Source: an optimization exercise on an open RTL-to-GDS flow (aim: small area, a short achievable clock period and few clock cycles). Production flows keep margins and buffers that such runs may drop. The RTL was checked by simulation tests, not by an equivalence proof against the original design.

==> run a <==
## interpolation
module interpolation (
    input           clk,
    input           RST,
    input           START,
    input   [5:0]   H0,
    input   [5:0]   V0,
    input   [3:0]   SW,
    input   [3:0]   SH,
    output          REN,
    input   [7:0]   R_DATA,
    output  [11:0]  ADDR,
    output  [7:0]   O_DATA,
    output          O_VALID
);
==> module interpolation, before the edit <==
module interpolation (
    input           clk,
    input           RST,
    input           START,
    input   [5:0]   H0,
    input   [5:0]   V0,
    input   [3:0]   SW,
    input   [3:0]   SH,
    output          REN,
    input   [7:0]   R_DATA,
    output  [11:0]  ADDR,
    output  [7:0]   O_DATA,
    output          O_VALID
);
assign REN = 1'b0;
reg [5:0] h0;
reg [3:0] sw, sh;            
reg [5:0] rrow;              
reg [3:0] ryf;               
reg [3:0] rc;                
reg       rsub;              
reg [11:0] addr;
reg        a_vld, a_bot;     
reg [3:0]  a_yr;
reg        r_top, r_last;    
reg [7:0] T, B;
reg [3:0] c_yr;
reg       cfull;
reg [7:0] N;
reg       nv;
reg [1:0] cnt;               
reg        active, loaded;
reg [4:0]  oj, oi;            
reg [3:0]  xp;                
reg [7:0]  vl, vu;
reg [7:0]  odata;
reg        ovalid;
assign ADDR = addr;
assign O_DATA = odata;
assign O_VALID = ovalid;
function [7:0] lerp3;
    input [7:0] c, a, b;
    input [3:0] r;
    reg [11:0] x0, x1, x2, x3, x4, s1, c1, s2, c2, s;
    begin
        x0 = {4'd0, c};
        x1 = {4'd0, r[0] ? b : a};
        x2 = {3'd0, r[1] ? b : a, 1'b0};
        x3 = {2'd0, r[2] ? b : a, 2'b0};
        x4 = {1'd0, r[3] ? b : a, 3'b0};
        s1 = x0 ^ x1 ^ x2;
        c1 = ((x0 & x1) | (x0 & x2) | (x1 & x2)) << 1;
        s2 = s1 ^ c1 ^ x3;
        c2 = ((s1 & c1) | (s1 & x3) | (c1 & x3)) << 1;
        s = s2 + c2 + x4;
        lerp3 = s[11:4];
    end
endfunction
wire [7:0] vcol = lerp3(T, T, B, c_yr);
wire       row_end = (oj == 5'b11000);
wire [4:0] xsum = {1'b0, xp} + {1'b0, sw};
wire       pop_next = row_end | xsum[4];
wire       avail = nv | cfull;
wire       produce = active & loaded;
wire       want = active & (~loaded | (pop_next & ~(row_end & (oi == 5'b11000))));
wire       take = want & avail;
wire [7:0] src = nv ? N : vcol;
wire       issue = rsub | (cnt != 2'd2) | take;
wire       col_done = rsub | (ryf == 4'd0);
wire [4:0] ysum = {1'b0, ryf} + {1'b0, sh};
always @(posedge clk) begin
    addr <= {rrow + {5'd0, rsub}, h0 + {2'd0, rc}};
    a_yr <= ryf;
    a_bot <= rsub;
    odata <= lerp3(vu, vl, vu, xp);    
    if (r_top)
        T <= R_DATA;
    if (r_last)
        B <= R_DATA;
    if (a_vld & a_bot)
        c_yr <= a_yr;
    if (take) begin
        vl <= vu;
        vu <= src;
    end
    if (nv ? take : ~take)
        N <= vcol;
    if (START) begin
        h0 <= H0;
        sw <= SW - 4'd1;
        sh <= SH - 4'd1;
    end
end
always @(posedge clk) begin
    if (START) begin
        rrow <= V0;
        ryf <= 4'd0;
        rc <= 4'd0;
        rsub <= 1'b0;
        a_vld <= 1'b0;
        r_top <= 1'b0;
        r_last <= 1'b0;
        cfull <= 1'b0;
        nv <= 1'b0;
        cnt <= 2'd0;
        active <= 1'b1;
        loaded <= 1'b0;
        oj <= 5'd1;
        oi <= 5'd1;
        xp <= 4'd15;
        ovalid <= 1'b0;
    end else begin
        a_vld <= issue;
        r_top <= a_vld & ~a_bot;
        r_last <= a_vld & (a_bot | (a_yr == 4'd0));
        if (issue) begin
            if (col_done) begin
                rsub <= 1'b0;
                if (rc == sw) begin
                    rc <= 4'd0;
                    ryf <= ysum[3:0];
                    rrow <= rrow + {5'd0, ysum[4]};
                end else begin
                    rc <= rc + 4'd1;
                end
            end else begin
                rsub <= 1'b1;
            end
        end
        cnt <= cnt + {1'b0, issue & ~rsub} - {1'b0, take};
        if (take)
            nv <= nv & cfull;
        else if (cfull)
            nv <= 1'b1;
        cfull <= r_last | (cfull & nv & ~take);
        ovalid <= produce;
        if (produce) begin
            if (row_end) begin
                oj <= 5'd1;
                xp <= 4'd15;
                oi <= {oi[3:0], oi[4] ^ oi[2]};
                if (oi == 5'b11000)
                    active <= 1'b0;
            end else begin
                oj <= {oj[3:0], oj[4] ^ oj[2]};
                xp <= xsum[3:0];
            end
            loaded <= ~pop_next | take;
        end else if (take) begin
            loaded <= 1'b1;
        end
        if (RST)
            active <= 1'b0;
    end
end
endmodule
clock: 32.0 ns
lec_check: 0
cap_margin: 20
core_margin: 2
core_utilization: 40
slew_margin: 40
standard.sh (not shown) runs the stock make flow with config.mk's settings and CLKGATE_MAP_FILE= SYNTH_SCRIPT=/design/flow/synth_recipe.tcl, a recipe that flattens the netlist after the stock synthesis.
==> flow/flow/run.sh <==
#!/bin/bash
# Standard ORFS flow with buf_2 port buffers and a clock tree of clkbuf_4
# leaf cells under a clkbuf_16 root, without dummy loads. The make output goes to flow_make.log here; ORFS logs each tool
# under orfs/logs/.
set -euo pipefail
export BUFFER_PORTS_ARGS="-buffer_cell sky130_fd_sc_hd__buf_2"
export CTS_ARGS="-sink_clustering_enable -repair_clock_nets -root_buf sky130_fd_sc_hd__clkbuf_16 -buf_list sky130_fd_sc_hd__clkbuf_4 -dont_use_dummy_load"
bash standard.sh > flow_make.log 2>&1
==> run b: changes against run a <==
==> flow/design.v (replaced) <==
module interpolation (
    input           clk,
    input           RST,
    input           START,
    input   [5:0]   H0,
    input   [5:0]   V0,
    input   [3:0]   SW,
    input   [3:0]   SH,
    output          REN,
    input   [7:0]   R_DATA,
    output  [11:0]  ADDR,
    output  [7:0]   O_DATA,
    output          O_VALID
);
assign REN = 1'b0;
reg [3:0] sw, sh;            
reg [3:0] ryf;               
reg [3:0] rc;                
reg       rsub;              
reg [11:0] addr;             
reg        r_top, r_last;    
reg [7:0] T, B;
reg [3:0] c_yr;
reg       cfull;
reg [7:0] N;
reg       nv;
reg        loaded;
reg [4:0]  oj;                
reg [3:0]  xp;                
reg [7:0]  vl, vu;
reg [7:0]  odata;
reg        ovalid;
assign ADDR = addr;
assign O_DATA = odata;
assign O_VALID = ovalid;
function [7:0] lerp3;
    input [7:0] c, a, b;
    input [3:0] r;
    reg [11:0] x0, x1, x2, x3, x4, s1, c1, s2, c2, s;
    begin
        x0 = {4'd0, c};
        x1 = {4'd0, r[0] ? b : a};
        x2 = {3'd0, r[1] ? b : a, 1'b0};
        x3 = {2'd0, r[2] ? b : a, 2'b0};
        x4 = {1'd0, r[3] ? b : a, 3'b0};
        s1 = x0 ^ x1 ^ x2;
        c1 = ((x0 & x1) | (x0 & x2) | (x1 & x2)) << 1;
        s2 = s1 ^ c1 ^ x3;
        c2 = ((s1 & c1) | (s1 & x3) | (c1 & x3)) << 1;
        s1 = s2 ^ c2 ^ x4;
        c1 = ((s2 & c2) | (s2 & x4) | (c2 & x4)) << 1;
        s = s1 + c1;
        lerp3 = s[11:4];
    end
endfunction
wire [7:0] vcol = lerp3(T, T, B, c_yr);
wire       row_end = (oj == 5'b11000);
wire [4:0] xsum = {1'b0, xp} + {1'b0, sw};
wire       pop_next = row_end | xsum[4];
wire       avail = nv | cfull;
wire       produce = loaded;
wire       want = ~loaded | pop_next;
wire       take = want & avail;
wire [7:0] src = nv ? N : vcol;
wire       issue = (rsub | ~(nv & cfull | nv & r_last | cfull & r_last) | take);
wire       col_done = rsub | (ryf == 4'd0);
wire       row_done = issue & col_done & (rc == sw);
wire [4:0] ysum = {1'b0, ryf} + {1'b0, sh};
wire       rsub_n = issue ? ~col_done : rsub;
wire       col_up = issue & col_done;
wire [5:0] acol_n = addr[5:0] + {row_done ? {2'b11, ~sw} : 6'd0} + {5'd0, col_up};
wire [3:0] rc_n = (issue & col_done) ? (row_done ? 4'd0 : rc + 4'd1) : rc;
wire [3:0] ryf_n = row_done ? ysum[3:0] : ryf;
wire       row_up = issue & ~rsub & (~col_done | (row_done & ysum[4]));
wire       row_dn = issue & rsub & ~(row_done & ysum[4]);
wire [5:0] arow_n = addr[11:6] + {{5{row_dn}}, row_dn | row_up};
always @(posedge clk) begin
    addr[5:0] <= START ? H0 : acol_n;
    addr[11:6] <= START ? V0 : arow_n;
    odata <= lerp3(vu, vl, vu, xp);    
    if (r_top)
        T <= R_DATA;
    if (r_last)
        B <= R_DATA;
    if (issue & rsub)
        c_yr <= ryf;
    if (take) begin
        vl <= vu;
        vu <= src;
    end
    if (nv ? take : ~take)
        N <= vcol;
    if (START) begin
        sw <= SW - 4'd1;
        sh <= SH - 4'd1;
    end
end
always @(posedge clk) begin
    if (START) begin
        ryf <= 4'd0;
        rc <= 4'd0;
        rsub <= 1'b0;
        r_top <= 1'b0;
        r_last <= 1'b0;
        cfull <= 1'b0;
        nv <= 1'b0;
        loaded <= 1'b0;
        oj <= 5'd1;
        xp <= 4'd15;
        ovalid <= 1'b0;
    end else begin
        ryf <= ryf_n;
        rc <= rc_n;
        rsub <= rsub_n;
        r_top <= issue & ~rsub;
        r_last <= issue & col_done;
        if (take)
            nv <= nv & cfull;
        else if (cfull)
            nv <= 1'b1;
        cfull <= r_last | (cfull & nv & ~take);
        ovalid <= produce & ~RST;
        if (produce) begin
            if (row_end) begin
                oj <= 5'd1;
                xp <= 4'd15;
            end else begin
                oj <= {oj[3:0], oj[4] ^ oj[2]};
                xp <= xsum[3:0];
            end
            loaded <= ~pop_next | take;
        end else if (take) begin
            loaded <= 1'b1;
        end
    end
end
endmodule
==> flow/flow/run.sh (replaced) <==
#!/bin/bash
# Standard ORFS flow with buf_1 input-port buffers, buf_2 output-port
# buffers (the post-global-placement hook resizes them) and a clock tree of
# clkbuf_8 cells (root and leaves), without dummy loads. The make output
# goes to flow_make.log here; ORFS logs each tool under orfs/logs/.
set -euo pipefail
here=$(pwd)
export BUFFER_PORTS_ARGS="-buffer_cell sky130_fd_sc_hd__buf_1"
export POST_GLOBAL_PLACE_TCL=$here/flow/post_gpl.tcl
export CTS_ARGS="-sink_clustering_enable -repair_clock_nets -root_buf sky130_fd_sc_hd__clkbuf_8 -buf_list sky130_fd_sc_hd__clkbuf_4 -dont_use_dummy_load"
bash standard.sh > flow_make.log 2>&1
==> flow/flow/post_gpl.tcl (new file) <==
# Resize the buffer that drives each output port to buf_4, and the
# flip-flop that drives that buffer to dfxtp_4.
set buf2 [get_lib_cells sky130_fd_sc_hd__buf_4]
set ff2 [get_lib_cells sky130_fd_sc_hd__dfxtp_4]
foreach port [get_ports -filter "direction == output"] {
  foreach pin [get_pins -of_objects [get_nets [get_full_name $port]] -filter "direction == output"] {
    set buf [get_cells -of_objects $pin]
    replace_cell $buf $buf2
    foreach ipin [get_pins -of_objects $buf -filter "direction == input"] {
      foreach dpin [get_pins -of_objects [get_nets -of_objects $ipin] -filter "direction == output"] {
        set drv [get_cells -of_objects $dpin]
        if {[get_property [get_lib_cells -of_objects $drv] name] eq "sky130_fd_sc_hd__dfxtp_1"} { replace_cell $drv $ff2 }
      }
    }
  }
}
Settings changed: SLEW_MARGIN 40 to 60.
==> run c: changes against run a <==
==> flow/design.v (replaced) <==
module interpolation (
    input           clk,
    input           RST,
    input           START,
    input   [5:0]   H0,
    input   [5:0]   V0,
    input   [3:0]   SW,
    input   [3:0]   SH,
    output          REN,
    input   [7:0]   R_DATA,
    output  [11:0]  ADDR,
    output  [7:0]   O_DATA,
    output          O_VALID
);
assign REN = 1'b0;
reg [5:0] h0;
reg [3:0] sw, sh;            
reg       start_q;           
reg [5:0] rrow;              
reg [3:0] ryf;               
reg [3:0] rc;                
reg       rsub;              
reg [11:0] addr;             
reg        r_top, r_last;    
reg [7:0] T, B;
reg [3:0] c_yr;
reg       cfull;
reg [7:0] N;
reg       nv;
reg [1:0] cnt;               
reg        loaded;
reg [4:0]  oj;                
reg [3:0]  xp;                
reg [7:0]  vl, vu;
reg [7:0]  odata;
reg        ovalid;
assign ADDR = addr;
assign O_DATA = odata;
assign O_VALID = ovalid;
function [7:0] lerp3;
    input [7:0] c, a, b;
    input [3:0] r;
    reg [11:0] x0, x1, x2, x3, x4, s1, c1, s2, c2, s;
    begin
        x0 = {4'd0, c};
        x1 = {4'd0, r[0] ? b : a};
        x2 = {3'd0, r[1] ? b : a, 1'b0};
        x3 = {2'd0, r[2] ? b : a, 2'b0};
        x4 = {1'd0, r[3] ? b : a, 3'b0};
        s1 = x0 ^ x1 ^ x2;
        c1 = ((x0 & x1) | (x0 & x2) | (x1 & x2)) << 1;
        s2 = s1 ^ c1 ^ x3;
        c2 = ((s1 & c1) | (s1 & x3) | (c1 & x3)) << 1;
        s = s2 + c2 + x4;
        lerp3 = s[11:4];
    end
endfunction
wire [7:0] vcol = lerp3(T, T, B, c_yr);
wire       row_end = (oj == 5'b11000);
wire [4:0] xsum = {1'b0, xp} + {1'b0, sw};
wire       pop_next = row_end | xsum[4];
wire       avail = nv | cfull;
wire       produce = loaded;
wire       want = ~loaded | pop_next;
wire       take = want & avail;
wire [7:0] src = nv ? N : vcol;
wire       issue = ~start_q & (rsub | (cnt != 2'd2) | take);
wire       col_done = rsub | (ryf == 4'd0);
wire       row_done = issue & col_done & (rc == sw);
wire [4:0] ysum = {1'b0, ryf} + {1'b0, sh};
wire       rsub_n = issue ? ~col_done : rsub;
wire [3:0] rc_n = (issue & col_done) ? (row_done ? 4'd0 : rc + 4'd1) : rc;
wire [3:0] ryf_n = row_done ? ysum[3:0] : ryf;
wire [5:0] rrow_n = rrow + {5'd0, row_done & ysum[4]};
always @(posedge clk) begin
    start_q <= START;
    addr <= {rrow_n + {5'd0, rsub_n}, h0 + {2'd0, rc_n}};
    odata <= lerp3(vu, vl, vu, xp);    
    if (r_top)
        T <= R_DATA;
    if (r_last)
        B <= R_DATA;
    if (issue & rsub)
        c_yr <= ryf;
    if (take) begin
        vl <= vu;
        vu <= src;
    end
    if (nv ? take : ~take)
        N <= vcol;
    if (START) begin
        h0 <= H0;
        sw <= SW - 4'd1;
        sh <= SH - 4'd1;
    end
end
always @(posedge clk) begin
    if (START) begin
        rrow <= V0;
        ryf <= 4'd0;
        rc <= 4'd0;
        rsub <= 1'b0;
        r_top <= 1'b0;
        r_last <= 1'b0;
        cfull <= 1'b0;
        nv <= 1'b0;
        cnt <= 2'd0;
        loaded <= 1'b0;
        oj <= 5'd1;
        xp <= 4'd15;
        ovalid <= 1'b0;
    end else begin
        rrow <= rrow_n;
        ryf <= ryf_n;
        rc <= rc_n;
        rsub <= rsub_n;
        r_top <= issue & ~rsub;
        r_last <= issue & col_done;
        cnt <= cnt + {1'b0, issue & ~rsub} - {1'b0, take};
        if (take)
            nv <= nv & cfull;
        else if (cfull)
            nv <= 1'b1;
        cfull <= r_last | (cfull & nv & ~take);
        ovalid <= produce & ~RST;
        if (produce) begin
            if (row_end) begin
                oj <= 5'd1;
                xp <= 4'd15;
            end else begin
                oj <= {oj[3:0], oj[4] ^ oj[2]};
                xp <= xsum[3:0];
            end
            loaded <= ~pop_next | take;
        end else if (take) begin
            loaded <= 1'b1;
        end
    end
end
endmodule
--- a/flow/flow/run.sh
+++ b/flow/flow/run.sh
@@ -1,6 +1,7 @@
 #!/bin/bash
 # Standard ORFS flow with buf_2 port buffers and a clock tree of clkbuf_4
-# leaf cells under a clkbuf_16 root, without dummy loads. The make output goes to flow_make.log here; ORFS logs each tool
+# leaf cells under a clkbuf_16 root, without dummy loads. The make output
+# goes to flow_make.log here; ORFS logs each tool
 # under orfs/logs/.
 set -euo pipefail
 export BUFFER_PORTS_ARGS="-buffer_cell sky130_fd_sc_hd__buf_2"
Settings changed: SLEW_MARGIN 40 to 60.
==> qor summary <==
item	run b	run a	run c
Delay contributed by the slowest stage of the critical path	360 ps	440 ps	320 ps
Multi-In Gates	360	390	389
Count of placed standard cells including taps	774	849	837
Post-route insts no fill	784	866	846
Number of nets in the synthesized netlist	644	706	697
Area after detailed placement	6790 µm²	7390 µm²	7190 µm²
Compound-Gate Fraction of Synth Area	0.0918	0.0736	0.0927
Logic inverters	55	61	65
Fraction of post-synthesis cell area in the top cell type by area	0.250	0.277	0.258
Register area	2530 µm²	3080 µm²	2810 µm²
Critical path start-end classification	register to primary output	primary input to register	register to primary output
Non-clock buffer instance count of the final layout	53	51	52
Critical Path Sink Type	primary output	register	primary output
Maximum level of the CTS H-tree	3	4	3
Result of the run	timing/DRC/antenna clean	timing/DRC/antenna clean	timing/DRC/antenna clean
Number of inserted filler cells in the final layout	1408	1604	1526
Testbench counts of run a, summed over its fixed seeds: cycles 87,218.
Testbench counts of run b, summed over its fixed seeds: cycles 84,952.
Testbench counts of run c, summed over its fixed seeds: cycles 85,208.

## what the ideal ports hide
In the flow no input, the clock included, has a driving cell. The finished layouts below were timed again as built, in two steps. Step 1 assumes that a clkbuf_16 drives the clock port and a buf_2 every other input. Step 2 moves the port delays by t, midway between the first and last clock arrival at a register: inputs arrive t later, outputs are due t later. That takes back most of the time a late clock gives input paths. Three values: ideal, step 1, step 2; two values: the first two.
run	t (ns)	setup slack, ns	worst hold slack (ns)	worst register clock-pin slew, ns	cell pins on the clock port's net
run a	0.385	24.720 / 24.737 / 24.352	0.395 / 0.395 / 0.395	0.10 / 0.10	1
run b	0.398	24.725 / 24.691 / 24.769	0.526 / 0.526 / 0.526	0.10 / 0.10	1
run c	0.382	24.804 / 24.763 / 24.660	0.464 / 0.464 / 0.464	0.08 / 0.08	1
After both steps setup and hold are still met in every run listed. For run a, which loses most, drivers alone change the setup slack by +0.017 ns; drivers and shift together by -0.368 ns.
